From an optimization exercise on the open Yosys and OpenROAD flow, aimed at small area and a short achievable clock period; shortcuts taken in it are not production practice.
The RTL was checked by simulation tests, not by an equivalence proof against the original design.
Power figures rest on the tool's default switching activity, not on a simulated workload.

## adler32
module adler32 (
  input         rst_n, clk,
  input         size_valid,
  input  [31:0] size,
  input         data_start,
  input  [ 7:0] data,
  output        checksum_valid,
  output [31:0] checksum
);
==> module datapath, before the edit <==
module datapath (
  input         clk,
  input  [31:0] size,
  input         busy,
  input  [ 7:0] data,
  input         in_data,
  output        last_data,
  output [31:0] checksum
);
  reg  [15:0] A, B;
  reg  [31:0] size_cnt;
  assign checksum  = { B, A };
  assign last_data = ( size_cnt == 32'h00000001 );
  always @( posedge clk )
    size_cnt <= busy ? size_cnt - in_data : size;
  wire [15:0] nA;
  modadd8 addA ( A, data, nA );
  wire [7:0] al = A[7:0], bl = B[7:0];
  wire [7:0] x1 = al ^ bl, g1 = al & bl;
  wire [7:0] s1 = x1 ^ data;                      
  wire [8:0] c1 = { g1 | ( x1 & data ), 1'b0 };
  wire [9:0] Z0, Z1, Z2;
  csadd #( 8'd0  ) z0 ( s1, c1, Z0 );
  csadd #( 8'd15 ) z1 ( s1, c1, Z1 );
  csadd #( 8'd30 ) z2 ( s1, c1, Z2 );
  wire [9:0] S0 = A[15:8] + B[15:8];
  wire [9:0] S1 = S0 + 10'd1;
  wire [9:0] S2 = S0 + 10'd2;
  wire [9:0] S3 = S0 + 10'd3;
  wire [3:0] f1 = { S3[9] | S3[8], S2[9] | S2[8], S1[9] | S1[8], S0[9] | S0[8] };
  wire [3:0] f2 = { S3[9], S2[9], S1[9], S0[9] };
  wire       ge1 = f1[Z1[9:8]];
  wire       ge2 = f2[Z2[9:8]];
  wire [1:0] q  = ge2 ? Z2[9:8] : ge1 ? Z1[9:8] : Z0[9:8];
  wire [7:0] lo = ge2 ? Z2[7:0] : ge1 ? Z1[7:0] : Z0[7:0];
  wire [7:0] hi = q[1] ? ( q[0] ? S3[7:0] : S2[7:0] ) : ( q[0] ? S1[7:0] : S0[7:0] );
  wire [15:0] nB = { hi, lo };
  always @( posedge clk ) begin
    A <= in_data ? nA : 16'd1;
    B <= in_data ? nB : 16'd0;
  end
endmodule
==> module csadd, before the edit <==
module csadd #( parameter [7:0] K = 8'd0 ) (
  input  [7:0] s,
  input  [8:0] c,
  output [9:0] z
);
  wire [8:0] s2 = { c[8], s ^ c[7:0] ^ K };
  wire [9:0] c2 = { c[8] & 1'b0, ( s & c[7:0] ) | ( ( s | c[7:0] ) & K ), 1'b0 };
  wire [9:0] zz;
  ks #(9) add ( s2, c2[8:0], 1'b0, zz );
  assign z = zz;
endmodule
==> module modadd8, before the edit <==
module modadd8 (
  input  [15:0] x,
  input  [ 7:0] d,
  output [15:0] y
);
  wire [9:0] lo, s15;
  ks #(8) add_lo ( x[7:0], d, 1'b0, lo );
  wire [7:0] cs_s = x[7:0] ^ d ^ 8'h0f;
  wire [8:0] cs_c = { ( x[7:0] & d ) | ( ( x[7:0] | d ) & 8'h0f ), 1'b0 };
  ks #(9) add_15 ( { 1'b0, cs_s }, cs_c, 1'b0, s15 );
  wire       hff  = &x[15:8];
  wire       hfe  = ( x[15:8] == 8'hfe );
  wire       wrap = hff & ( s15[9] | s15[8] ) | hfe & s15[9];
  wire [7:0] hi1  = x[15:8] + 1'b1;
  wire [7:0] hi   = lo[8] ? hi1 : x[15:8];
  assign y = wrap ? { 8'h00, s15[7:0] } : { hi, lo[7:0] };
endmodule
Settings: LEC_CHECK=0, ABC_AREA=1, CAP_MARGIN=20, CORE_MARGIN=2, CORE_UTILIZATION=40, PLACE_DENSITY=0.75, SETUP_SLACK_MARGIN=3.0, SLEW_MARGIN=20; clock period 6.5 ns.
standard.sh (not shown) runs the stock make flow with config.mk's settings and CLKGATE_MAP_FILE= SYNTH_SCRIPT=/design/flow/synth_recipe.tcl, a recipe that flattens the netlist after the stock synthesis.
==> flow/flow/run.sh <==
#!/bin/bash
# The standard ORFS layout with two changes:
#  - Yosys's full/half-adder extraction is off (ADDER_MAP_FILE empty), so
#    ABC maps all of the arithmetic itself;
#  - ports are buffered with buf_1 instead of the default delay buffer.
set -u
export ADDER_MAP_FILE=
export BUFFER_PORTS_ARGS="-buffer_cell sky130_fd_sc_hd__buf_1"
bash standard.sh > standard.log 2>&1
The baseline produced a clean layout.
Then changed:
--- a/flow/design.v
+++ b/flow/design.v
@@ -53,8 +53,9 @@
   wire [7:0] s1 = x1 ^ data;                      
   wire [8:0] c1 = { g1 | ( x1 & data ), 1'b0 };
-  wire [9:0] Z0, Z1, Z2;
-  csadd #( 8'd0  ) z0 ( s1, c1, Z0 );
-  csadd #( 8'd15 ) z1 ( s1, c1, Z1 );
-  csadd #( 8'd30 ) z2 ( s1, c1, Z2 );
+  wire [7:0] L0, L1, L2;
+  wire [2:0] T0, T1, T2;
+  zsum #( 8'd0  ) z0 ( s1, c1, L0, T0 );
+  zsum #( 8'd15 ) z1 ( s1, c1, L1, T1 );
+  zsum #( 8'd30 ) z2 ( s1, c1, L2, T2 );
   wire [9:0] S0 = A[15:8] + B[15:8];
   wire [9:0] S1 = S0 + 10'd1;
@@ -63,9 +64,11 @@
   wire [3:0] f1 = { S3[9] | S3[8], S2[9] | S2[8], S1[9] | S1[8], S0[9] | S0[8] };
   wire [3:0] f2 = { S3[9], S2[9], S1[9], S0[9] };
-  wire       ge1 = f1[Z1[9:8]];
-  wire       ge2 = f2[Z2[9:8]];
-  wire [1:0] q  = ge2 ? Z2[9:8] : ge1 ? Z1[9:8] : Z0[9:8];
-  wire [7:0] lo = ge2 ? Z2[7:0] : ge1 ? Z1[7:0] : Z0[7:0];
-  wire [7:0] hi = q[1] ? ( q[0] ? S3[7:0] : S2[7:0] ) : ( q[0] ? S1[7:0] : S0[7:0] );
+  wire ge1 = f1[0] | T1[0] & f1[1] | T1[1] & f1[2] | T1[2] & f1[3];
+  wire ge2 = f2[0] | T2[0] & f2[1] | T2[1] & f2[2] | T2[2] & f2[3];
+  wire [7:0] H0 = T0[2] ? S3[7:0] : T0[1] ? S2[7:0] : T0[0] ? S1[7:0] : S0[7:0];
+  wire [7:0] H1 = T1[2] ? S3[7:0] : T1[1] ? S2[7:0] : T1[0] ? S1[7:0] : S0[7:0];
+  wire [7:0] H2 = T2[2] ? S3[7:0] : T2[1] ? S2[7:0] : T2[0] ? S1[7:0] : S0[7:0];
+  wire [7:0] lo = ge2 ? L2 : ge1 ? L1 : L0;
+  wire [7:0] hi = ge2 ? H2 : ge1 ? H1 : H0;
   wire [15:0] nB = { hi, lo };
   always @( posedge clk ) begin
@@ -74,14 +77,19 @@
   end
 endmodule
-module csadd #( parameter [7:0] K = 8'd0 ) (
+module zsum #( parameter [7:0] K = 8'd0 ) (
   input  [7:0] s,
   input  [8:0] c,
-  output [9:0] z
+  output [7:0] lo,
+  output [2:0] t
 );
-  wire [8:0] s2 = { c[8], s ^ c[7:0] ^ K };
-  wire [9:0] c2 = { c[8] & 1'b0, ( s & c[7:0] ) | ( ( s | c[7:0] ) & K ), 1'b0 };
-  wire [9:0] zz;
-  ks #(9) add ( s2, c2[8:0], 1'b0, zz );
-  assign z = zz;
+  wire [7:0] s2 = s ^ c[7:0] ^ K;
+  wire [8:0] c2 = { ( s & c[7:0] ) | ( ( s | c[7:0] ) & K ), 1'b0 };
+  wire [9:0] r;
+  ks #(8) add ( s2, c2[7:0], 1'b0, r );
+  wire       c8 = r[8];
+  assign lo = r[7:0];
+  assign t  = { c[8] & c2[8] & c8,
+                c[8] & c2[8] | c[8] & c8 | c2[8] & c8,
+                c[8] | c2[8] | c8 };
 endmodule
 module modadd8 (
@@ -94,8 +102,10 @@
   wire [7:0] cs_s = x[7:0] ^ d ^ 8'h0f;
   wire [8:0] cs_c = { ( x[7:0] & d ) | ( ( x[7:0] | d ) & 8'h0f ), 1'b0 };
-  ks #(9) add_15 ( { 1'b0, cs_s }, cs_c, 1'b0, s15 );
+  ks #(8) add_15 ( cs_s, cs_c[7:0], 1'b0, s15 );
+  wire       ge256 = cs_c[8] | s15[8];
+  wire       ge512 = cs_c[8] & s15[8];
   wire       hff  = &x[15:8];
   wire       hfe  = ( x[15:8] == 8'hfe );
-  wire       wrap = hff & ( s15[9] | s15[8] ) | hfe & s15[9];
+  wire       wrap = hff & ge256 | hfe & ge512;
   wire [7:0] hi1  = x[15:8] + 1'b1;
   wire [7:0] hi   = lo[8] ? hi1 : x[15:8];
What happened: The new run completed without violations. Setup slack gets better by 0.088 ns. Wire length rose by a few percent. Synthesized area goes up by a few percent. Worst hold slack stays flat. Total power is lower by a quarter to a third. Die area went up by a few percent. Sequential cell count does not change. Register-to-register slack got worse by 0.21 ns. Maximum frequency came out higher by a few percent.

-- port drivers added, routing unchanged --
No port has a modelled driver above. Below, the same layouts with a new extraction and two added sets of constraints. Step 1 assumes that a clkbuf_16 drives the clock port and a buf_2 every other input. Step 2, shift: input delay + t, output delay - t, t = (earliest + latest rising clock arrival at the registers) / 2. This alone moves slack from input paths to output paths. Slacks: ideal ports / drivers / drivers and shift; pairs: ideal ports / drivers.
run	t (ns)	setup WS [ns]	cell pins on the clock port's net
the first run	0.383	3.147 / 3.164 / 2.781	1
the second run	0.386	3.235 / 3.246 / 2.860	1
After both steps every run listed still meets setup and hold. For the second run, which loses most, drivers alone change the setup slack by +0.011 ns; drivers and shift together by -0.375 ns.
